What follows belongs to an exercise in optimizing a design on an open flow for small area; a production flow would make more cautious choices.
Only simulation tests tie the RTL to the original design; equivalence was not proved.
Power figures rest on the tool's default switching activity, not on a simulated workload.

[flow/design.v]
module finalproject(clk,rst,keypad_row,keypad_col,dot_row,dot_col,seven_seg);
	input clk,rst;
	output [3:0] keypad_row;
	input [3:0] keypad_col;
	output [7:0] dot_row,dot_col;
	output [6:0] seven_seg;
	assign keypad_row = 4'b0000;
	reg [3:0] c10;		 
	reg [2:0] c5;		 
	reg [6:0] ph;		 
	reg [2:0] q;		 
	reg [7:0] r;		 
	reg [15:0] f;		 
	reg fp;			 
	wire [3:0] n_c10;
	wire [2:0] n_c5;
	wire [6:0] n_ph;
	wire [2:0] n_q;
	wire [7:0] n_r;
	wire [15:0] n_f;
	wire n_fp;
	fp_next nx(.c10(c10), .c5(c5), .ph(ph), .q(q), .r(r), .f(f), .fp(fp),
		.n_c10(n_c10), .n_c5(n_c5), .n_ph(n_ph), .n_q(n_q), .n_r(n_r), .n_f(n_f), .n_fp(n_fp),
		.dot_row(dot_row), .dot_col(dot_col), .seven_seg(seven_seg));
	always @(posedge clk or negedge rst) begin
		if (~rst) begin
			c10 <= 4'd0;
			c5 <= 3'd0;
			ph <= 7'd50;
			q <= 3'd7;
			r <= 8'd1;
			f <= 16'd0;
			fp <= 1'b1;
		end else begin
			c10 <= n_c10;
			c5 <= n_c5;
			ph <= n_ph;
			q <= n_q;
			r <= n_r;
			f <= n_f;
			fp <= n_fp;
		end
	end
endmodule
module fp_next(c10, c5, ph, q, r, f, fp,
	n_c10, n_c5, n_ph, n_q, n_r, n_f, n_fp, dot_row, dot_col, seven_seg);
	input [3:0] c10;
	input [2:0] c5;
	input [6:0] ph;
	input [2:0] q;
	input [7:0] r;
	input [15:0] f;
	input fp;
	output [3:0] n_c10;
	output [2:0] n_c5;
	output [6:0] n_ph;
	output [2:0] n_q;
	output [7:0] n_r;
	output [15:0] n_f;
	output n_fp;
	output [7:0] dot_row;
	output [7:0] dot_col;
	output [6:0] seven_seg;
	wire w0, w1, w2, w3, w4, w5, w6, w7, w8, w9, w10, w11, w12, w13, w14, w15, w16, w17, w18, w19, w20, w21, w22, w23, w24, w25, w26, w27, w28, w29, w30, w31, w32, w33, w34, w35, w36, w37, w38, w39, w40, w41, w42, w43, w44, w45, w46, w47, w48, w49, w50, w51, w52, w53, w54, w55, w56, w57, w58, w59, w60, w61, w62, w63, w64, w65, w66, w67, w68, w69, w70, w71, w72, w73, w74, w75, w76, w77, w78, w79, w80, w81, w82, w83, w84, w85, w86, w87, w88, w89, w90, w91, w92, w93, w94, w95, w96, w97, w98, w99, w100, w101, w102, w103, w104, w105, w106, w107, w108, w109, w110, w111, w112, w113, w114, w115, w116, w117, w118, w119, w120, w121, w122, w123, w124, w125, w126, w127, w128, w129, w130, w131, w132, w133, w134, w135, w136, w137, w138, w139, w140, w141, w142, w143, w144, w145, w146, w147, w148, w149, w150, w151, w152, w153, w154, w155, w156, w157, w158, w159, w160, w161, w162, w163, w164, w165, w166, w167, w168, w169, w170, w171, w172, w173, w174, w175, w176, w177, w178, w179, w180, w181, w182, w183, w184, w185, w186, w187, w188, w189, w190, w191, w192, w193, w194, w195, w196, w197, w198, w199, w200, w201, w202, w203, w204, w205, w206, w207, w208, w209, w210, w211, w212, w213, w214, w215, w216, w217, w218, w219, w220, w221, w222, w223, w224, w225, w226, w227, w228, w229, w230, w231, w232, w233, w234, w235, w236, w237, w238, w239, w240, w241, w242, w243, w244, w245, w246, w247, w248, w249, w250, w251, w252, w253, w254, w255, w256, w257, w258, w259, w260, w261, w262, w263, w264, w265, w266, w267, w268, w269, w270, w271, w272, w273, w274, w275, w276, w277, w278, w279, w280, w281, w282, w283, w284, w285, w286, w287, w288, w289, w290, w291, w292, w293, w294, w295, w296, w297, w298, w299, w300, w301, w302, w303, w304, w305, w306, w307, w308, w309, w310, w311, w312, w313, w314, w315, w316, w317, w318, w319, w320, w321, w322, w323, w324, w325, w326, w327, w328, w329, w330, w331, w332, w333, w334, w335, w336, w337, w338, w339, w340, w341, w342, w343, w344, w345, w346, w347, w348, w349, w350, w351, w352, w353, w354, w355, w356, w357, w358, w359, w360, w361, w362, w363, w364, w365, w366, w367, w368, w369, w370, w371, w372, w373, w374, w375, w376, w377, w378, w379, w380, w381, w382, w383, w384, w385, w386, w387, w388, w389, w390, w391, w392, w393, w394, w395, w396, w397, w398, w399, w400, w401, w402, w403, w404, w405, w406, w407, w408, w409, w410, w411, w412, w413, w414, w415, w416, w417, w418, w419, w420, w421, w422, w423, w424, w425, w426, w427, w428, w429, w430, w431, w432, w433, w434, w435, w436, w437, w438, w439, w440, w441, w442, w443, w444, w445, w446, w447, w448, w449, w450, w451, w452, w453, w454, w455, w456, w457, w458, w459, w460, w461, w462;
	assign w0 = ~c10[2] & c10[3];
	assign w1 = ~c10[1] & w0;
	assign w2 = ~c10[0] & ~c10[1];
	assign w3 = c10[0] & c10[1];
	assign w4 = ~w2 & ~w3;
	assign n_c10[1] = ~w1 & w4;
	assign w5 = c10[2] & ~w3;
	assign w6 = ~c10[2] & w3;
	assign n_c10[2] = ~(~w5 & ~w6);
	assign w7 = c10[2] & ~c10[3];
	assign w8 = c10[0] & w7;
	assign w9 = ~w0 & ~w8;
	assign w10 = c10[1] & ~w9;
	assign w11 = c10[0] & ~w5;
	assign w12 = c10[3] & ~w11;
	assign n_c10[3] = ~(~w10 & ~w12);
	assign w13 = c5[0] & ~c5[1];
	assign w14 = c5[2] & w13;
	assign w15 = w2 & w7;
	assign w16 = ~c5[0] & ~w15;
	assign w17 = c5[0] & w15;
	assign w18 = ~w16 & ~w17;
	assign n_c5[0] = ~(~w14 & ~w18);
	assign w19 = ~c5[1] & ~c5[2];
	assign w20 = w17 & ~w19;
	assign w21 = ~c5[1] & ~w17;
	assign n_c5[1] = ~w20 & ~w21;
	assign w22 = c5[2] & ~w17;
	assign w23 = c5[1] & ~c5[2];
	assign w24 = w17 & w23;
	assign n_c5[2] = ~(~w22 & ~w24);
	assign w25 = ph[0] & w24;
	assign w26 = ~ph[0] & ~w24;
	assign n_ph[0] = ~w25 & ~w26;
	assign w27 = ph[1] & w25;
	assign w28 = ~ph[1] & ~w25;
	assign n_ph[1] = ~w27 & ~w28;
	assign w29 = ~ph[2] & ~w27;
	assign w30 = ~ph[2] & ~ph[3];
	assign w31 = ~ph[4] & w30;
	assign w32 = ph[5] & ph[6];
	assign w33 = w31 & w32;
	assign w34 = w27 & w33;
	assign w35 = ph[2] & w27;
	assign w36 = ~w34 & ~w35;
	assign n_ph[2] = ~w29 & w36;
	assign w37 = ph[3] & w35;
	assign w38 = ~ph[3] & ~w35;
	assign n_ph[3] = ~w37 & ~w38;
	assign w39 = ph[4] & w37;
	assign w40 = ~ph[4] & ~w37;
	assign n_ph[4] = ~w39 & ~w40;
	assign w41 = ph[5] & w39;
	assign w42 = ~ph[5] & ~w39;
	assign w43 = ~w34 & ~w42;
	assign n_ph[5] = ~w41 & w43;
	assign w44 = ph[6] & w41;
	assign w45 = ~ph[6] & ~w41;
	assign w46 = ~w34 & ~w45;
	assign n_ph[6] = ~w44 & w46;
	assign w47 = q[0] & w15;
	assign w48 = ~q[0] & ~w15;
	assign n_q[0] = ~w47 & ~w48;
	assign w49 = q[1] & w47;
	assign w50 = ~q[1] & ~w47;
	assign n_q[1] = ~w49 & ~w50;
	assign w51 = q[2] & ~w49;
	assign w52 = q[1] & ~q[2];
	assign w53 = q[0] & w52;
	assign w54 = w15 & w53;
	assign n_q[2] = ~(~w51 & ~w54);
	assign w55 = c10[0] & ~ph[0];
	assign w56 = ~ph[1] & ~ph[5];
	assign w57 = ~ph[6] & w56;
	assign w58 = w55 & w57;
	assign w59 = w1 & w14;
	assign w60 = w31 & w59;
	assign w61 = w58 & w60;
	assign w62 = r[3] & ~r[7];
	assign w63 = ~r[3] & r[7];
	assign w64 = ~w62 & ~w63;
	assign w65 = ~r[4] & ~r[5];
	assign w66 = r[4] & r[5];
	assign w67 = ~w65 & ~w66;
	assign w68 = w64 & w67;
	assign w69 = ~w64 & ~w67;
	assign w70 = ~w68 & ~w69;
	assign w71 = w61 & ~w70;
	assign w72 = r[0] & ~w61;
	assign n_r[0] = ~(~w71 & ~w72);
	assign w73 = r[1] & ~w61;
	assign w74 = r[0] & w61;
	assign n_r[1] = ~(~w73 & ~w74);
	assign w75 = r[2] & ~w61;
	assign w76 = r[1] & w61;
	assign n_r[2] = ~(~w75 & ~w76);
	assign w77 = r[3] & ~w61;
	assign w78 = r[2] & w61;
	assign n_r[3] = ~(~w77 & ~w78);
	assign w79 = r[4] & ~w61;
	assign w80 = r[3] & w61;
	assign n_r[4] = ~(~w79 & ~w80);
	assign w81 = r[5] & ~w61;
	assign w82 = r[4] & w61;
	assign n_r[5] = ~(~w81 & ~w82);
	assign w83 = r[6] & ~w61;
	assign w84 = r[5] & w61;
	assign n_r[6] = ~(~w83 & ~w84);
	assign w85 = r[7] & ~w61;
	assign w86 = r[6] & w61;
	assign n_r[7] = ~(~w85 & ~w86);
	assign w87 = r[1] & r[5];
	assign w88 = r[2] & r[4];
	assign w89 = ~r[3] & ~w88;
	assign w90 = w87 & ~w89;
	assign w91 = r[1] & r[6];
	assign w92 = r[3] & r[5];
	assign w93 = r[4] & w92;
	assign w94 = r[3] & r[4];
	assign w95 = ~r[5] & ~w94;
	assign w96 = r[2] & ~w95;
	assign w97 = ~w93 & w96;
	assign w98 = ~w91 & ~w97;
	assign w99 = w91 & w97;
	assign w100 = ~w98 & ~w99;
	assign w101 = w90 & w100;
	assign w102 = r[2] & r[6];
	assign w103 = ~r[4] & ~w102;
	assign w104 = r[4] & w102;
	assign w105 = ~w103 & ~w104;
	assign w106 = ~w92 & w105;
	assign w107 = w92 & ~w105;
	assign w108 = ~w106 & ~w107;
	assign w109 = w94 & ~w108;
	assign w110 = ~w94 & w108;
	assign w111 = ~w109 & ~w110;
	assign w112 = r[2] & r[3];
	assign w113 = w66 & w112;
	assign w114 = ~w99 & ~w113;
	assign w115 = w111 & ~w114;
	assign w116 = ~w101 & ~w115;
	assign w117 = r[3] & r[6];
	assign w118 = ~r[3] & r[4];
	assign w119 = r[5] & w118;
	assign w120 = ~w117 & ~w119;
	assign w121 = w102 & w108;
	assign w122 = ~w120 & ~w121;
	assign w123 = w95 & w104;
	assign w124 = ~w122 & ~w123;
	assign w125 = w109 & ~w124;
	assign w126 = ~w109 & w124;
	assign w127 = ~w125 & ~w126;
	assign w128 = w116 & w127;
	assign w129 = ~w116 & ~w127;
	assign w130 = ~w128 & ~w129;
	assign w131 = w24 & w130;
	assign w132 = ~w90 & ~w100;
	assign w133 = ~w101 & ~w132;
	assign w134 = ~w111 & w114;
	assign w135 = w116 & ~w134;
	assign w136 = ~r[7] & ~w135;
	assign w137 = ~w133 & w136;
	assign w138 = w131 & w137;
	assign w139 = ~f[0] & ~w138;
	assign w140 = ~r[6] & r[7];
	assign w141 = r[6] & ~r[7];
	assign w142 = ~w140 & ~w141;
	assign w143 = ~r[1] & ~r[5];
	assign w144 = ~w87 & ~w143;
	assign w145 = w142 & w144;
	assign w146 = ~w142 & ~w144;
	assign w147 = ~w145 & ~w146;
	assign w148 = r[0] & ~r[4];
	assign w149 = ~r[0] & r[4];
	assign w150 = ~w148 & ~w149;
	assign w151 = ~r[5] & ~r[6];
	assign w152 = r[5] & r[6];
	assign w153 = ~w151 & ~w152;
	assign w154 = w150 & w153;
	assign w155 = ~w150 & ~w153;
	assign w156 = ~w154 & ~w155;
	assign w157 = ~w147 & ~w156;
	assign w158 = ~r[2] & ~w142;
	assign w159 = r[2] & w142;
	assign w160 = ~w158 & ~w159;
	assign w161 = ~w156 & ~w160;
	assign w162 = w156 & w160;
	assign w163 = ~w161 & ~w162;
	assign w164 = ~w157 & ~w163;
	assign w165 = w147 & w156;
	assign w166 = ~w157 & ~w165;
	assign w167 = w64 & w166;
	assign w168 = ~w64 & ~w166;
	assign w169 = ~w167 & ~w168;
	assign w170 = r[6] & ~w169;
	assign w171 = w157 & w163;
	assign w172 = ~w170 & ~w171;
	assign w173 = ~w164 & ~w172;
	assign w174 = r[7] & w173;
	assign w175 = r[7] & ~w169;
	assign w176 = ~w161 & ~w165;
	assign w177 = w175 & ~w176;
	assign w178 = ~w175 & w176;
	assign w179 = ~w177 & ~w178;
	assign w180 = w174 & ~w179;
	assign w181 = r[7] & ~w164;
	assign w182 = ~w171 & w181;
	assign w183 = ~w170 & ~w182;
	assign w184 = w173 & w182;
	assign w185 = ~w183 & ~w184;
	assign w186 = ~w145 & w156;
	assign w187 = r[6] & ~w186;
	assign w188 = w163 & w187;
	assign w189 = w185 & w188;
	assign w190 = ~w180 & ~w189;
	assign w191 = ~w165 & w175;
	assign w192 = ~w164 & w191;
	assign w193 = ~w147 & w163;
	assign w194 = w64 & ~w156;
	assign w195 = ~w193 & ~w194;
	assign w196 = w193 & w194;
	assign w197 = ~w195 & ~w196;
	assign w198 = ~w191 & ~w197;
	assign w199 = ~w192 & ~w198;
	assign w200 = ~w190 & w199;
	assign w201 = w190 & ~w199;
	assign w202 = ~w200 & ~w201;
	assign w203 = ~r[0] & ~r[1];
	assign w204 = w110 & w203;
	assign w205 = w122 & w204;
	assign w206 = ~r[3] & w151;
	assign w207 = r[1] & r[4];
	assign w208 = ~r[4] & w203;
	assign w209 = ~w207 & ~w208;
	assign w210 = w206 & ~w209;
	assign w211 = r[0] & ~r[1];
	assign w212 = r[2] & w211;
	assign w213 = r[3] & ~r[6];
	assign w214 = w65 & w213;
	assign w215 = w212 & w214;
	assign w216 = r[1] & ~r[4];
	assign w217 = r[0] & ~r[2];
	assign w218 = w216 & w217;
	assign w219 = r[5] & ~r[6];
	assign w220 = w218 & w219;
	assign w221 = ~r[7] & ~w220;
	assign w222 = ~w215 & w221;
	assign w223 = ~w210 & w222;
	assign w224 = r[4] & ~r[5];
	assign w225 = ~r[0] & w112;
	assign w226 = ~r[6] & w225;
	assign w227 = ~r[1] & ~r[3];
	assign w228 = w217 & w227;
	assign w229 = ~w226 & ~w228;
	assign w230 = w224 & ~w229;
	assign w231 = ~fp & w228;
	assign w232 = r[1] & r[2];
	assign w233 = w148 & w232;
	assign w234 = ~w231 & ~w233;
	assign w235 = w152 & ~w234;
	assign w236 = ~w230 & ~w235;
	assign w237 = w223 & w236;
	assign w238 = ~w205 & w237;
	assign w239 = ~w91 & w225;
	assign w240 = ~r[3] & r[6];
	assign w241 = ~r[2] & w240;
	assign w242 = w203 & w241;
	assign w243 = ~w239 & ~w242;
	assign w244 = ~r[4] & r[5];
	assign w245 = ~w243 & w244;
	assign w246 = w212 & w240;
	assign w247 = ~r[0] & r[1];
	assign w248 = ~r[2] & r[6];
	assign w249 = w66 & w248;
	assign w250 = w247 & w249;
	assign w251 = r[7] & ~w250;
	assign w252 = ~w246 & w251;
	assign w253 = ~w245 & w252;
	assign w254 = ~w238 & ~w253;
	assign w255 = ~r[7] & w207;
	assign w256 = w226 & w255;
	assign w257 = ~w224 & w240;
	assign w258 = w232 & w257;
	assign w259 = ~w150 & w258;
	assign w260 = ~w142 & w216;
	assign w261 = w225 & w260;
	assign w262 = ~w259 & ~w261;
	assign w263 = ~w256 & w262;
	assign w264 = w241 & w247;
	assign w265 = r[1] & w112;
	assign w266 = w140 & w265;
	assign w267 = ~w264 & ~w266;
	assign w268 = w65 & ~w267;
	assign w269 = w206 & w218;
	assign w270 = w140 & w217;
	assign w271 = w119 & w270;
	assign w272 = ~w269 & ~w271;
	assign w273 = ~r[4] & fp;
	assign w274 = w272 & ~w273;
	assign w275 = ~w268 & w274;
	assign w276 = w263 & w275;
	assign w277 = ~w254 & w276;
	assign w278 = w94 & w203;
	assign w279 = w121 & w278;
	assign w280 = ~fp & w220;
	assign w281 = ~w215 & ~w280;
	assign w282 = r[4] & w151;
	assign w283 = ~r[1] & r[6];
	assign w284 = w118 & w283;
	assign w285 = ~w282 & ~w284;
	assign w286 = w217 & ~w285;
	assign w287 = ~w259 & ~w286;
	assign w288 = w281 & w287;
	assign w289 = ~r[7] & ~w288;
	assign w290 = r[5] & w256;
	assign w291 = ~r[5] & fp;
	assign w292 = w272 & ~w291;
	assign w293 = ~w261 & w292;
	assign w294 = ~w290 & w293;
	assign w295 = ~w289 & w294;
	assign w296 = ~w279 & w295;
	assign w297 = ph[1] & w296;
	assign w298 = ~w277 & ~w297;
	assign w299 = ph[1] & w277;
	assign w300 = ph[2] & ~w296;
	assign w301 = ~ph[2] & w296;
	assign w302 = ~w300 & ~w301;
	assign w303 = ~r[3] & fp;
	assign w304 = ph[4] & ph[5];
	assign w305 = w303 & ~w304;
	assign w306 = ~ph[4] & ~ph[5];
	assign w307 = ~w303 & ~w306;
	assign w308 = ~ph[3] & ~ph[6];
	assign w309 = ~w307 & w308;
	assign w310 = ~w305 & w309;
	assign w311 = w25 & w310;
	assign w312 = ~w302 & w311;
	assign w313 = ~w299 & w312;
	assign w314 = ~w298 & w313;
	assign w315 = ~w202 & w314;
	assign w316 = ~w174 & w179;
	assign w317 = w190 & ~w316;
	assign w318 = ~w185 & ~w188;
	assign w319 = ~w189 & ~w318;
	assign w320 = r[4] & ~w147;
	assign w321 = ~r[4] & w147;
	assign w322 = ~w320 & ~w321;
	assign w323 = w160 & w322;
	assign w324 = ~w160 & ~w322;
	assign w325 = ~w323 & ~w324;
	assign w326 = ~w319 & w325;
	assign w327 = ~w317 & w326;
	assign w328 = w315 & w327;
	assign n_f[0] = ~w139 & ~w328;
	assign w329 = w319 & w325;
	assign w330 = ~w317 & w329;
	assign w331 = w315 & w330;
	assign w332 = w133 & w136;
	assign w333 = w131 & w332;
	assign w334 = ~f[1] & ~w333;
	assign n_f[1] = ~w331 & ~w334;
	assign w335 = ~w319 & ~w325;
	assign w336 = ~w317 & w335;
	assign w337 = w315 & w336;
	assign w338 = r[7] & ~w133;
	assign w339 = ~w135 & w338;
	assign w340 = w131 & w339;
	assign w341 = ~f[2] & ~w340;
	assign n_f[2] = ~w337 & ~w341;
	assign w342 = w319 & ~w325;
	assign w343 = ~w317 & w342;
	assign w344 = w315 & w343;
	assign w345 = r[7] & w133;
	assign w346 = ~w135 & w345;
	assign w347 = w131 & w346;
	assign w348 = ~f[3] & ~w347;
	assign n_f[3] = ~w344 & ~w348;
	assign w349 = ~w130 & ~w136;
	assign w350 = ~w137 & ~w338;
	assign seven_seg[4] = ~w349 & w350;
	assign w351 = w132 & seven_seg[4];
	assign w352 = w24 & w351;
	assign w353 = ~f[4] & ~w352;
	assign w354 = w317 & w326;
	assign w355 = w315 & w354;
	assign n_f[4] = ~w353 & ~w355;
	assign w356 = ~r[7] & w133;
	assign w357 = w135 & w356;
	assign w358 = w131 & w357;
	assign w359 = ~f[5] & ~w358;
	assign w360 = w317 & w329;
	assign w361 = w315 & w360;
	assign n_f[5] = ~w359 & ~w361;
	assign w362 = w314 & w317;
	assign w363 = w335 & w362;
	assign w364 = ~w199 & w363;
	assign w365 = w135 & w338;
	assign w366 = w131 & w365;
	assign w367 = ~f[6] & ~w366;
	assign n_f[6] = ~w364 & ~w367;
	assign w368 = w135 & w345;
	assign w369 = w131 & w368;
	assign w370 = ~f[7] & ~w369;
	assign w371 = w317 & w342;
	assign w372 = w315 & w371;
	assign n_f[7] = ~w370 & ~w372;
	assign w373 = w24 & ~w130;
	assign w374 = w137 & w373;
	assign w375 = ~f[8] & ~w374;
	assign w376 = w202 & w314;
	assign w377 = w327 & w376;
	assign n_f[8] = ~w375 & ~w377;
	assign w378 = w332 & w373;
	assign w379 = ~f[9] & ~w378;
	assign w380 = w330 & w376;
	assign n_f[9] = ~w379 & ~w380;
	assign w381 = w336 & w376;
	assign w382 = ~w130 & w339;
	assign w383 = w24 & w382;
	assign w384 = ~f[10] & ~w383;
	assign n_f[10] = ~w381 & ~w384;
	assign w385 = w343 & w376;
	assign w386 = ~w130 & w346;
	assign w387 = w24 & w386;
	assign w388 = ~f[11] & ~w387;
	assign n_f[11] = ~w385 & ~w388;
	assign w389 = ~r[7] & ~w133;
	assign w390 = w127 & w135;
	assign w391 = w389 & w390;
	assign w392 = w24 & w391;
	assign w393 = ~f[12] & ~w392;
	assign w394 = w354 & w376;
	assign n_f[12] = ~w393 & ~w394;
	assign w395 = w357 & w373;
	assign w396 = ~f[13] & ~w395;
	assign w397 = w360 & w376;
	assign n_f[13] = ~w396 & ~w397;
	assign w398 = w199 & w363;
	assign w399 = w365 & w373;
	assign w400 = ~f[14] & ~w399;
	assign n_f[14] = ~w398 & ~w400;
	assign w401 = w368 & w373;
	assign w402 = ~f[15] & ~w401;
	assign w403 = w371 & w376;
	assign n_f[15] = ~w402 & ~w403;
	assign w404 = ph[2] & ~r[3];
	assign w405 = w314 & w404;
	assign n_fp = fp & ~w405;
	assign w406 = ~c5[0] & w19;
	assign w407 = q[1] & q[2];
	assign w408 = q[0] & w407;
	assign dot_row[0] = ~w406 & ~w408;
	assign w409 = ~q[0] & w407;
	assign dot_row[1] = ~w406 & ~w409;
	assign w410 = ~q[1] & q[2];
	assign w411 = q[0] & w410;
	assign dot_row[2] = ~w406 & ~w411;
	assign w412 = ~q[0] & w410;
	assign dot_row[3] = ~w406 & ~w412;
	assign dot_row[4] = ~w53 & ~w406;
	assign w413 = ~q[0] & w52;
	assign dot_row[5] = ~w406 & ~w413;
	assign w414 = ~q[1] & ~q[2];
	assign w415 = q[0] & w414;
	assign dot_row[6] = ~w406 & ~w415;
	assign w416 = ~q[0] & w414;
	assign dot_row[7] = ~w406 & ~w416;
	assign w417 = q[1] & ~f[7];
	assign w418 = ~q[1] & ~f[8];
	assign w419 = q[2] & ~w418;
	assign w420 = ~w417 & w419;
	assign w421 = q[1] & ~f[9];
	assign w422 = ~q[1] & ~f[12];
	assign w423 = ~q[2] & ~w422;
	assign w424 = ~w421 & w423;
	assign dot_col[0] = ~(~w420 & ~w424);
	assign w425 = q[1] & ~f[4];
	assign w426 = ~q[1] & ~f[5];
	assign w427 = q[2] & ~w426;
	assign w428 = ~w425 & w427;
	assign w429 = q[1] & ~f[6];
	assign w430 = ~q[1] & ~f[13];
	assign w431 = ~q[2] & ~w430;
	assign w432 = ~w429 & w431;
	assign dot_col[2] = ~(~w428 & ~w432);
	assign w433 = q[1] & ~f[1];
	assign w434 = ~q[1] & ~f[2];
	assign w435 = q[2] & ~w434;
	assign w436 = ~w433 & w435;
	assign w437 = q[1] & ~f[3];
	assign w438 = ~q[1] & ~f[14];
	assign w439 = ~q[2] & ~w438;
	assign w440 = ~w437 & w439;
	assign dot_col[4] = ~(~w436 & ~w440);
	assign w441 = q[1] & ~f[0];
	assign w442 = ~q[1] & ~f[10];
	assign w443 = q[2] & ~w442;
	assign w444 = ~w441 & w443;
	assign w445 = q[1] & ~f[11];
	assign w446 = ~q[1] & ~f[15];
	assign w447 = ~q[2] & ~w446;
	assign w448 = ~w445 & w447;
	assign dot_col[6] = ~(~w444 & ~w448);
	assign w449 = w130 & w332;
	assign w450 = ~w351 & ~w449;
	assign w451 = w127 & w357;
	assign w452 = ~w386 & ~w451;
	assign seven_seg[0] = ~(w450 & w452);
	assign w453 = ~w357 & ~w365;
	assign w454 = w130 & ~w453;
	assign w455 = ~w356 & w390;
	assign w456 = ~w386 & ~w455;
	assign seven_seg[1] = ~(~w454 & w456);
	assign w457 = w130 & w339;
	assign seven_seg[2] = ~(~w455 & ~w457);
	assign w458 = ~w368 & ~w382;
	assign seven_seg[3] = ~(w450 & w458);
	assign w459 = w130 & ~w389;
	assign w460 = w453 & w459;
	assign seven_seg[5] = ~(~w451 & ~w460);
	assign w461 = ~w136 & ~w368;
	assign w462 = w130 & ~w461;
	assign seven_seg[6] = ~(~w391 & ~w462);
	assign n_c10[0] = ~c10[0];
	assign dot_col[1] = dot_col[0];
	assign dot_col[3] = dot_col[2];
	assign dot_col[5] = dot_col[4];
	assign dot_col[7] = dot_col[6];
endmodule
[flow/flow/run.sh]
#!/bin/bash
set -euo pipefail
bash standard.sh "BUFFER_PORTS_ARGS=-buffer_cell sky130_fd_sc_hd__buf_1" "CTS_ARGS=-sink_clustering_enable -repair_clock_nets -dont_use_dummy_load" finish > standard_flow.log 2>&1
[flow/standard.sh]
#!/bin/bash
# synth_recipe.tcl (not shown) runs the flow's synth.tcl, then flattens the netlist and writes it again
# the make line also repeats each setting of config.mk as NAME=value (left out here)
make -C /OpenROAD-flow-scripts/flow DESIGN_CONFIG=/design/flow/config.mk WORK_HOME=/design/flow/orfs CLKGATE_MAP_FILE= SYNTH_SCRIPT=/design/flow/synth_recipe.tcl "${@:-finish}"
[flow/config.mk]
export PLATFORM = sky130hd
export DESIGN_NAME = finalproject
export DESIGN_NICKNAME = finalproject
export VERILOG_FILES = /design/flow/design.v
export SDC_FILE = /design/flow/constraint.sdc
export NUM_CORES = 4
export LEC_CHECK = 0
export CAP_MARGIN = 20
export CORE_MARGIN = 2
export CORE_UTILIZATION = 40
export PLACE_DENSITY = 0.6
export SLEW_MARGIN = 20
[flow/constraint.sdc]
create_clock -name core_clock -period 10.0 [get_ports {clk}]
set_input_delay 2.0000 -clock core_clock [delete_from_list [all_inputs] [get_ports {clk}]]
set_output_delay 2.0000 -clock core_clock [all_outputs]
set_load 0.01 [all_outputs]
==> notes.md, run 1 <==
Status
The flow ran to the end and the layout has no timing, DRC or antenna violations.

STA
The number of hold violations in the final report came to 0. The worst slew margin relative to its limit is 0.360. Of the available clock period, the critical path in the final layout requires 0.599.

Setup repair after global routing left no endpoint under its margin. The minimum period implied by the final worst setup slack is 5.99 ns. The max-slew violation count is 0. The final total negative setup slack is 0 ns. The maximum frequency from static timing analysis is 0.167 GHz.

Clock skew on the completed layout was measured at 0.0162 ns. For the pin with the worst max-slew slack, the measured transition is 0.959 ns. The final-report setup violation count is 0.

CTS
The clock insertion delay at the later pin of the skew report is 0.30 ns. The cell at the root of the clock tree is clkbuf_8. The H-tree depth is 2.

Once the clock tree was built, the resizer swapped 0 gates to a different size. Buffers inserted to repair hold after CTS numbered 0. TritonCTS built the clock tree. Clock-pin slew was measured on the worst setup and hold paths at 0.07 ns. The count of buffers added by post-CTS timing repair for setup is 0. The clock drives 42 sinks. Counting along the longest clock path gives a buffer depth of 2. The number of buffers created by CTS is 5.

Die
The die is 99.9 um wide. From bottom edge to top edge, the die measures 99.9 um. The standard cell core area is 0.00906 mm^2.

The area of the die is 0.00999 mm^2. The row count is 35. The starting utilization of the core area is 0.406. The number of I/O pins is 33.

Final layout
The number of filler instances in the final layout is 927. Summing all multi-input logic gate instances after layout gives 0.00232 mm^2. After the last flow step, the layout net total stands at 460. The design area is 0.00378 mm^2.

0 antenna diodes ended up in the layout. Of the cells placed in the final design, the portion with a size suffix greater than 1 is 0.0873. The area growth from synthesis to layout is 2.75%.

The area of all sequential standard cells is 0.00106 mm^2. The post-route non-filler standard cell count is 535. Once layout is complete, the utilization of the core stands at 0.417.

Synthesis
Of the post-synthesis cell area, the dominant cell type holds 0.231. The most numerous cell in the Yosys netlist is a31oi_1. A synthesized cell averages 8.68 um^2. Counting flops and latches in the post-synthesis netlist gives 42. Ranked by total cell area, the synthesized netlist is headed by dfrtp_1, ha_1, a31oi_1. In the synthesized netlist, the number of instances is 424.

Sorting the synthesized cells by how often they occur yields a31oi_1, dfrtp_1, nand2_1, nor2_1, ha_1. The mapped netlist covers 0.00368 mm^2. Yosys mapped a number of flops with a built-in enable equal to 0. The fraction of registers with async set or reset after synthesis is 1.00. Among all flip-flop cells after synthesis, the most frequent one is dfrtp_1. Synthesis instantiated 75 different standard cells from the library. For this run, the number of Yosys warnings is 1. The synthesized design spends more area on one cell type than any other, namely dfrtp_1. The share of synthesized area occupied by flip-flops and latches is 0.288.

GRT
The first global-routing pass estimated 15000 um of wire. The initial antenna violation count is 0. The via count of the first global-routing pass came to 2987.

The global-route total usage across every layer is 0.186. The maximum number of pins on one net before global-route repair is 43. The total overflow left after global routing is 0.

Power and ir drop
The power per standard cell area is 71.4 mW/mm^2. IR analysis of the VDD net gives a maximum drop of 0.0000391 V. In this run the static leakage power is 1.59 nW.

Placed design
In this run the cell area measured after placement is 0.00371 mm^2. The congestion estimate from routability-driven global placement came to 0.891. The number of placed instances, taps included, is 530.

The HPWL after detailed placement is 6470 um. The number of I/O port buffers is 24.

Detailed routing
The detailed-routing iteration count for the pre-antenna-repair pass is 5. The number of vias per cell after detailed routing is 6.11. The detail route stage leaves a number of antenna-violating nets equal to 0. The total number of vias is 3267.

After detailed routing, the number of remaining DRC violations is 0. For this block, the routed nets add up to 9020 um of wire. The starting DRC count in detailed routing is 238. In the final routed layout, each cell accounts on average for 16.9 um.

Critical path
The data required time of the critical path is 8.00 ns. The data arrival time of the worst path is 3.99 ns. Along the worst path, the maximum fanout reaches 27. The category of the worst setup path launch point is a flop.

The classification of the worst setup path is reg -> out. The worst setup path is captured at a primary output.

Run
Max-cap violations in this run came to 0.

Worst hold path
In this run the worst hold path is classified as reg -> reg.
## layer usage
metal  vias up  share of wire  track usage
li1       1566              -            -
met1      1603           0.46        0.265
met2        90           0.48        0.302
met3         8          0.053       0.0251
met4         0         0.0096       0.0400
met5         -              0            0
## metrics by stage
stage               worst slack (ns)  power, mW  hold WS (ns)
finish                          4.01      0.270         0.504
global route                    3.71      0.282         0.537
CTS                             4.05      0.275         0.513
detailed placement              4.35      0.177         0.498
global placement                4.39      0.177         0.493
floorplan                       5.26      0.175         0.463
## power breakdown
| group | switching [mW] | total, mW | leakage [nW] | internal [mW] |
|---|---|---|---|---|
| sequential | 0 | 0.170 | 0.528 | 0.170 |
| combinational | 0.00387 | 0.00401 | 1.02 | 0.000142 |
| clock | 0.0511 | 0.0960 | 0.0359 | 0.0450 |
| total | 0.0549 | 0.270 | 1.59 | 0.215 |
## worst max-delay path, stage by stage (launching register included)
cell	delay, ns
dfrtp_1	0.89
nand2_1	0.17
inv_1	0.16
xnor2_1	0.07
and2_1	0.16
ha_1	0.31
inv_1	0.05
ha_1	0.67
inv_1	0.26
nor2_1	0.40
a41oi_1	0.17
a21oi_1	0.15
a211o_1	0.11
buf_1	0.15
## logic make-up (layout without fill, tap and decap cells)
logic type	after synthesis	in the layout	share of synthesized area
compound gates	127	127	0.235
mux	11	11	0.0449
buf+inv	59	56	0.0843
other cells	1	4	0.00102
simple gates	138	138	0.199
xor+xnor	18	18	0.0527
fa+ha+maj	28	28	0.0952
flops	42	42	0.288
## layout by cell type (no fill, tap or decap), types with 8 or more instances in the layout
| master | count |
|---|---|
| nor2_1 | 29 |
| dfrtp_1 | 34 |
| xnor2_1 | 12 |
| buf_1 | 23 |
| nor3_1 | 13 |
| nand2_1 | 32 |
| a21oi_1 | 18 |
| and2_1 | 8 |
| ha_1 | 28 |
| nand3_1 | 12 |
| o21ai_0 | 19 |
| dfstp_2 | 8 |
| a31oi_1 | 35 |
| inv_1 | 26 |
## area by class of cell
type                    instances  share of cell area
inverters                      27              0.0268
well taps                     111              0.0367
flip-flops and latches         42               0.281
multi-input cells             326               0.614
repair buffers                 24              0.0241
clock buffers                   5              0.0182
## final timing paths
kind,startpoint,depth (start not counted),slack [ns],end
worst max-delay path,flop,13,4.01,seven_seg[3]
worst min-delay path,ph[0],1,0.50,ph[0]
worst max register to register,flop,12,5.83,f[7]
worst min register to register,ph[0],1,0.50,ph[0]
max in group asynchronous,rst,1,7.56,f[14]
min in group asynchronous,rst,1,1.85,c10[3]
==> inputs of run 2 (changes only) <==
==> flow/flow/run.sh (replaced) <==
#!/bin/bash
set -euo pipefail
bash standard.sh "BUFFER_PORTS_ARGS=-buffer_cell sky130_fd_sc_hd__buf_1" finish > standard_flow.log 2>&1
==> notes.md, run 2 <==
Status
Result of the run: timing/DRC/antenna clean (unchanged).

Synthesis
The number of cells produced by synthesis came to 424 (unchanged). The top-area cell type share of the netlist area came to 0.231 (unchanged). The main flop type after synthesis was dfrtp_1 (unchanged). Most common library cells after synthesis: a31oi_1, dfrtp_1, nand2_1, nor2_1, ha_1 (unchanged). The share of synthesized area occupied by flip-flops and latches was 0.288 (unchanged). The number of synthesized flops with an enable pin is 0 (unchanged). The number of different library cells in the post-synthesis netlist is 75 (unchanged). The register bit total from synthesis was 42 (unchanged). The cell type contributing the most total cell area after synthesis is dfrtp_1 (unchanged).

The mean post-synth cell area is 8.68 um^2 (unchanged). The most numerous cell in the Yosys netlist is a31oi_1 (unchanged). Most area-consuming cells after synthesis: dfrtp_1, ha_1, a31oi_1 (unchanged). The post-synthesis cell area is 0.00368 mm^2 (unchanged). The warning count from the yosys run is 1 (unchanged). The fraction of registers with async set or reset after synthesis came to 1.00 (unchanged).

STA
Setup repair after global routing missed its margin: false (unchanged). The worst slew margin relative to its limit was 0.359 (was 0.360). The transition time at the pin with the least slew margin is 0.962 ns (was 0.959 ns). The max-slew violation count came to 0 (unchanged). The number of hold violations in the final report was 0 (unchanged).

The maximum frequency from static timing analysis came to 0.165 GHz (was 0.167 GHz). The minimum period implied by the final worst setup slack was 6.05 ns (was 5.99 ns). The worst setup skew after layout is 0.00713 ns (was 0.0162 ns).

The final total negative setup slack is 0 ns (unchanged). The final critical-path share of the clock period is 0.605 (was 0.599). The final-report setup violation count is 0 (unchanged).

The final worst slack is 3.95 ns (was 4.01 ns).

CTS
The clock-pin slew of the registers on the worst-case setup and hold paths is 0.09 ns (was 0.07 ns). The maximum clock path buffer count is 2 (unchanged). The CTS tree is yes (unchanged). The count of cells resized by post-cts repair was 0 (unchanged). The count of buffers added by post-CTS timing repair for setup came to 0 (unchanged).

The number of buffers created by CTS is 5 (unchanged). The CTS sink count is 42 (unchanged). The hold buffer count at cts is 0 (unchanged).

The clock insertion delay at the later pin of the skew report is 0.30 ns (about the same). The cell at the root of the clock tree was clkbuf_8 (unchanged). The H-tree depth is 2 (unchanged).

Detailed routing
The number of vias per cell after detailed routing is 6.12 (was 6.11). The number of remaining DRC errors is 0 (unchanged). The starting DRC count in detailed routing is 224 (was 238). The total detailed-routing wirelength is 9060 um (was 9020 um). The count of nets left with antenna violations after detail routing is 0 (unchanged).

The average detailed-routed wire length per instance is 16.8 um (was 16.9 um). The total number of vias is 3290 (was 3267). The detailed-routing iteration count for the pre-antenna-repair pass is 5 (unchanged).

Critical path
The maximum fanout count along the critical path is 27 (unchanged). The nature of the critical path endpoint is a primary output (unchanged). The delay contributed by the slowest stage of the critical path came to 0.91 ns (was 0.89 ns). The category of the worst setup path launch point is a flop (unchanged). Worst path cell trace: nand2_1 > inv_1 > xnor2_1 > and2_1 > ha_1 > inv_1 > ha_1 > inv_1 > nor2_1 > a41oi_1 > a21oi_1 > a211o_1 > buf_1 (unchanged). The slowest cell on the critical path is dfrtp_1 (unchanged).

The data required time of the critical path is 8.00 ns (about the same). The classification of the worst setup path was reg -> out (unchanged). The cell seen most often among critical-path stages is inv_1 (unchanged). The data arrival time of the worst path was 4.05 ns (was 3.99 ns).

GRT
The wire length of the first global-routing pass is 15000 um (about the same). The maximum number of pins on one net before global-route repair came to 43 (unchanged). The aggregate global routing overflow is 0 (unchanged). The initial antenna violation count came to 0 (unchanged).

The via count of the first global-routing pass came to 2984 (was 2987). The global-route total usage across every layer is 0.186 (about the same).

Placed design
The global placement routability congestion is 0.891 (unchanged). The cell area after placement came to 0.00371 mm^2 (unchanged). The post-place setup slack is 4.35 ns (unchanged).

The HPWL after detailed placement is 6470 um (unchanged). The number of I/O port buffers is 24 (unchanged).

Final layout
The synthesis-to-finish area growth is 4.62% (was 2.75%). The share of cells above drive strength 1 is 0.0937 (was 0.0873). The antenna cell count came to 0 (unchanged). The multi-input gate area in the final layout came to 0.00232 mm^2 (unchanged). Highest-count cells in the layout ignoring fill and taps: a31oi_1, dfrtp_1, nand2_1 (unchanged). The count of nets after finishing is 460 (unchanged). The area of all sequential standard cells came to 0.00106 mm^2 (unchanged). The design area is 0.00385 mm^2 (was 0.00378 mm^2).

The most common cell after layout, fill and taps aside is a31oi_1 (unchanged). The number of filler instances in the final layout came to 919 (was 927).

Die
The floorplan die width is 99.9 um (unchanged). The standard cell core area is 0.00906 mm^2 (unchanged). The starting utilization of the core area is 0.406 (unchanged).

The area of the die came to 0.00999 mm^2 (unchanged). The row count was 35 (unchanged). The number of I/O pins came to 33 (unchanged). The height of the die was 99.9 um (unchanged).

Power and ir drop
The leakage dissipation was 1.62 nW (was 1.59 nW). The power per standard cell area is 86.8 mW/mm^2 (was 71.4 mW/mm^2). The maximum vdd drop came to 0.0000562 V (was 0.0000391 V).

Run
The number of maximum-capacitance constraint violations is 0 (unchanged).

Worst hold path
The type of the worst min-delay path is reg -> reg (unchanged).
==> run 2: cell counts after synthesis <==
No cell type changed its count.
==> run 2: critical path: cells and delay by family (launching register included) <==
| family | cells | cell delay, ns |
|---|---|---|
| buffers and inverters | 4 | 0.63 |
| AO/OA/AOI/OAI | 3 | 0.43 |
| XOR/XNOR | 1 | 0.07 |
| flip-flops | 1 | 0.91 |
| adder cells (fa/ha/maj) | 2 | 0.97 |
| AND/OR/NAND/NOR | 3 | 0.75 |
==> run 2: final cells by class <==
type                       instances  area share
clock buffer                       5      0.0179
clock inverter                     3      0.0179
inverter                          27      0.0263
multi-input combinational        326       0.603
sequential                        42       0.276
tap                              111      0.0361
timing repair buffer              24      0.0237
==> run 2: per-layer routing <==
metal / GRT usage / share of wire
met4: 0.0432 / 0.0096
met2: 0.302 / 0.48
met1: 0.266 / 0.46
met5: 0 / 0
met3: 0.0251 / 0.053
==> run 2: kinds of logic after synthesis <==
| family | share of synthesized area |
|---|---|
| other | 0.00102 |
| AO/OA/AOI/OAI | 0.235 |
| multiplexers | 0.0449 |
| XOR/XNOR | 0.0527 |
| AND/OR/NAND/NOR | 0.199 |
| adder cells (fa/ha/maj) | 0.0952 |
| flip-flops | 0.288 |
| buffers and inverters | 0.0843 |
==> run 2: power breakdown <==
part | switching [mW] | leakage, nW | internal [mW]
clock | 0.0604 | 0.0683 | 0.100
sequential | 0 | 0.528 | 0.170
combinational | 0.00390 | 1.02 | 0.000142
total | 0.0643 | 1.62 | 0.270
==> run 2: worst paths after layout <==
check | from | end | slack, ns | depth (start not counted)
max in group asynchronous | rst | f[14] | 7.56 | 1
min in group asynchronous | rst | ph[3] | 1.85 | 1
worst min register to register | ph[0] | ph[0] | 0.51 | 1
worst max register to register | flop | f[7] | 5.88 | 12
worst min-delay path | ph[0] | ph[0] | 0.51 | 1
worst max-delay path | flop | seven_seg[3] | 3.95 | 13
==> run 2: through the flow <==
step	utilization	hold WS, ns	instances	total power [mW]
floorplan	-	0.463	427	0.175
global placement	0.410	0.493	530	0.177
detailed placement	0.410	0.498	530	0.177
CTS	0.425	0.517	538	0.339
global route	0.425	0.542	538	0.347
finish	0.425	0.509	538	0.334
==> inputs of run 3 (changes only) <==
==> flow/flow/run.sh (replaced) <==
#!/bin/bash
set -euo pipefail
bash standard.sh "BUFFER_PORTS_ARGS=-buffer_cell sky130_fd_sc_hd__buf_1" "CTS_ARGS=-sink_clustering_enable -repair_clock_nets -dont_use_dummy_load -buf_list sky130_fd_sc_hd__clkbuf_8 -sink_clustering_size 30 -sink_clustering_max_diameter 150" finish > standard_flow.log 2>&1
==> notes.md, run 3 <==
CTS
The maximum clock path buffer count came to 2 (unchanged). The hold buffer count at cts is 0 (unchanged). The CTS tree is yes (unchanged). The H-tree depth is 2 (unchanged). The cell at the root of the clock tree is clkbuf_8 (unchanged). The count of cells resized by post-cts repair is 0 (unchanged). The count of buffers added by post-CTS timing repair for setup came to 0 (unchanged). The clock-pin slew of the registers on the worst-case setup and hold paths is 0.07 ns (was 0.09 ns).

The number of buffers created by CTS is 5 (unchanged). The CTS sink count is 42 (unchanged). The clock insertion delay at the later pin of the skew report is 0.30 ns (about the same).

Final layout
The antenna cell count is 0 (unchanged). The count of nets after finishing is 460 (unchanged). The most common cell after layout, fill and taps aside is a31oi_1 (unchanged).

The synthesis-to-finish area growth is 2.75% (was 4.62%). Highest-count cells in the layout ignoring fill and taps: a31oi_1, dfrtp_1, nand2_1 (unchanged). The number of filler instances in the final layout is 927 (was 919). The share of cells above drive strength 1 is 0.0873 (was 0.0937).

Critical path
The classification of the worst setup path is reg -> out (unchanged). The data arrival time of the worst path was 3.99 ns (was 4.05 ns). The maximum fanout count along the critical path was 27 (unchanged). The destination of the worst register-to-register timing path is f[7] (unchanged). The nature of the critical path endpoint is a primary output (unchanged). The length in cells of the worst reg-to-reg path is 12 (unchanged). The category of the worst setup path launch point is a flop (unchanged).

The data required time of the critical path came to 8.00 ns (about the same). The setup slack of the worst register-to-register path came to 5.83 ns (was 5.88 ns).

Detailed routing
The detailed-routing iteration count for the pre-antenna-repair pass is 5 (unchanged). The number of vias per cell after detailed routing was 6.11 (was 6.12). The starting DRC count in detailed routing is 238 (was 224). The count of nets left with antenna violations after detail routing is 0 (unchanged). The number of remaining DRC errors is 0 (unchanged). The total number of vias came to 3267 (was 3290).

The average detailed-routed wire length per instance was 16.9 um (was 16.8 um). The total detailed-routing wirelength was 9020 um (was 9060 um).

Synthesis
The cell type contributing the most total cell area after synthesis is dfrtp_1 (unchanged). The share of synthesized area occupied by flip-flops and latches was 0.288 (unchanged). Most area-consuming cells after synthesis: dfrtp_1, ha_1, a31oi_1 (unchanged). The number of cells produced by synthesis is 424 (unchanged). The mean post-synth cell area is 8.68 um^2 (unchanged). The number of synthesized flops with an enable pin is 0 (unchanged). The main flop type after synthesis was dfrtp_1 (unchanged). The fraction of registers with async set or reset after synthesis is 1.00 (unchanged). The register bit total from synthesis is 42 (unchanged). The number of different library cells in the post-synthesis netlist is 75 (unchanged). The most numerous cell in the Yosys netlist was a31oi_1 (unchanged). The top-area cell type share of the netlist area is 0.231 (unchanged). The warning count from the yosys run was 1 (unchanged). Most common library cells after synthesis: a31oi_1, dfrtp_1, nand2_1, nor2_1, ha_1 (unchanged). The post-synthesis cell area came to 0.00368 mm^2 (unchanged).

Worst hold path
The source of the worst hold timing path is ph[0] (unchanged). The number of stages on the worst hold path is 1 (unchanged). The hold path endpoint is ph[0] (unchanged). The type of the worst min-delay path is reg -> reg (unchanged).

STA
The worst setup skew after layout is 0.0162 ns (was 0.00713 ns). The number of hold violations in the final report came to 0 (unchanged). The final total negative setup slack was 0 ns (unchanged). The worst slew margin relative to its limit is 0.360 (was 0.359). The final critical-path share of the clock period is 0.599 (was 0.605).

The final-report setup violation count is 0 (unchanged). The maximum frequency from static timing analysis is 0.167 GHz (was 0.165 GHz). Setup repair after global routing missed its margin: false (unchanged).

The minimum period implied by the final worst setup slack is 5.99 ns (was 6.05 ns). The max-slew violation count is 0 (unchanged). The transition time at the pin with the least slew margin is 0.959 ns (was 0.962 ns).

The final worst slack came to 4.01 ns (was 3.95 ns).

Power and ir drop
The power per standard cell area is 71.4 mW/mm^2 (was 86.8 mW/mm^2). The maximum vdd drop came to 0.0000391 V (was 0.0000562 V). The total power of the final layout is 0.270 mW (was 0.334 mW). The leakage dissipation was 1.59 nW (was 1.62 nW).

GRT
The initial antenna violation count was 0 (unchanged). The maximum number of pins on one net before global-route repair came to 43 (unchanged). The wire length of the first global-routing pass came to 15000 um (about the same).

The via count of the first global-routing pass came to 2987 (was 2984). The aggregate global routing overflow is 0 (unchanged). The global-route total usage across every layer is 0.186 (about the same).

Status
Result of the run: timing/DRC/antenna clean (unchanged).

Die
The height of the die is 99.9 um (unchanged). The number of I/O pins came to 33 (unchanged). The starting utilization of the core area was 0.406 (unchanged). The area of the die is 0.00999 mm^2 (unchanged). The standard cell core area was 0.00906 mm^2 (unchanged). The row count is 35 (unchanged). The floorplan die width is 99.9 um (unchanged).

Placed design
The HPWL after detailed placement came to 6470 um (unchanged). The global placement routability congestion came to 0.891 (unchanged). The post-place setup slack is 4.35 ns (unchanged). The number of I/O port buffers is 24 (unchanged).

Run
The number of maximum-capacitance constraint violations was 0 (unchanged).
run 3: cells by family after synthesis:
kind of cell	synth area share
and+or+nand+nor	0.199
AOI/OAI and AO/OA	0.235
buffers and inverters	0.0843
DFF	0.288
adders and majority gates	0.0952
xor gates and xnor gates	0.0527
muxes	0.0449
other	0.00102
run 3: layout make-up:
type | instances | area [um^2] | share of cell area
inverters | 27 | 101 | 0.0268
multi-input cells | 326 | 2320 | 0.614
flip-flops and latches | 42 | 1060 | 0.281
repair buffers | 24 | 91.3 | 0.0241
well taps | 111 | 139 | 0.0367
clock buffers | 5 | 68.8 | 0.0182
run 3: layer usage:
metal	part of all wire	GRT usage	routed length, um	vias to the layer above
li1	-	-	-	1566
met1	0.46	0.265	4140	1603
met2	0.48	0.302	4310	90
met3	0.053	0.0251	481	8
met4	0.0096	0.0400	87	0
met5	0	0	0	-
run 3: how the worst max path moves through the flow:
stage          startpoint  cells past startpoint      endpoint
3_3_place_gp         flop                     13  seven_seg[3]
6_report             flop                     13  seven_seg[3]
3_5_place_dp         flop                     13  seven_seg[3]
4_1_cts              flop                     13  seven_seg[3]
5_1_grt              flop                     12  seven_seg[3]
2_1_floorplan        flop                     13  seven_seg[3]
run 3: worst max-delay path, cell delays in order, from the launching register on:
cell and delay, ns:
dfrtp_1 0.89, nand2_1 0.17, inv_1 0.16, xnor2_1 0.07, and2_1 0.16, ha_1 0.31, inv_1 0.05, ha_1 0.67
inv_1 0.26, nor2_1 0.40, a41oi_1 0.17, a21oi_1 0.15, a211o_1 0.11, buf_1 0.15
run 3: metrics by stage:
| stage | instance area [um^2] | cells | hold slack, ns | utilization |
|---|---|---|---|---|
| after detailed placement | 3710 | 530 | 0.498 | 0.410 |
| final | 3780 | 535 | 0.504 | 0.417 |
| after floorplan | 3690 | 427 | 0.463 | - |
| after global placement | 3710 | 530 | 0.493 | 0.410 |
| after global routing | 3780 | 535 | 0.537 | 0.417 |
| after CTS | 3780 | 535 | 0.513 | 0.417 |
run 3: power breakdown:
group          total, mW  internal, mW  switching (mW)  leakage, nW
registers          0.170         0.170               0        0.528
clock network     0.0960        0.0450          0.0511       0.0359
logic            0.00401      0.000142         0.00387         1.02
total              0.270         0.215          0.0549         1.59

re-timing with driven ports:
How much do the figures lean on ideal ports? The routed layouts below were timed once more, with nothing changed but the port constraints. Step 1 assumes that a clkbuf_16 drives the clock port and a buf_2 every other input. Step 2 times the ports against the registers' clock, not the clock port: input delays grow and output delays shrink by t, the midpoint of the rising clock arrivals with the driver on. Slacks: ideal ports / drivers / drivers and shift; pairs: ideal ports / drivers.
| run | t, ns | slack for setup (ns) | worst setup path after step 2 |
|---|---|---|---|
| run 1 | 0.320 | 4.013 / 3.982 / 4.301 | register to output |
| run 2 | 0.326 | 3.947 / 3.916 / 4.242 | register to output |
| run 3 | 0.320 | 4.013 / 3.982 / 4.301 | register to output |
After both steps every run listed still meets setup and hold.
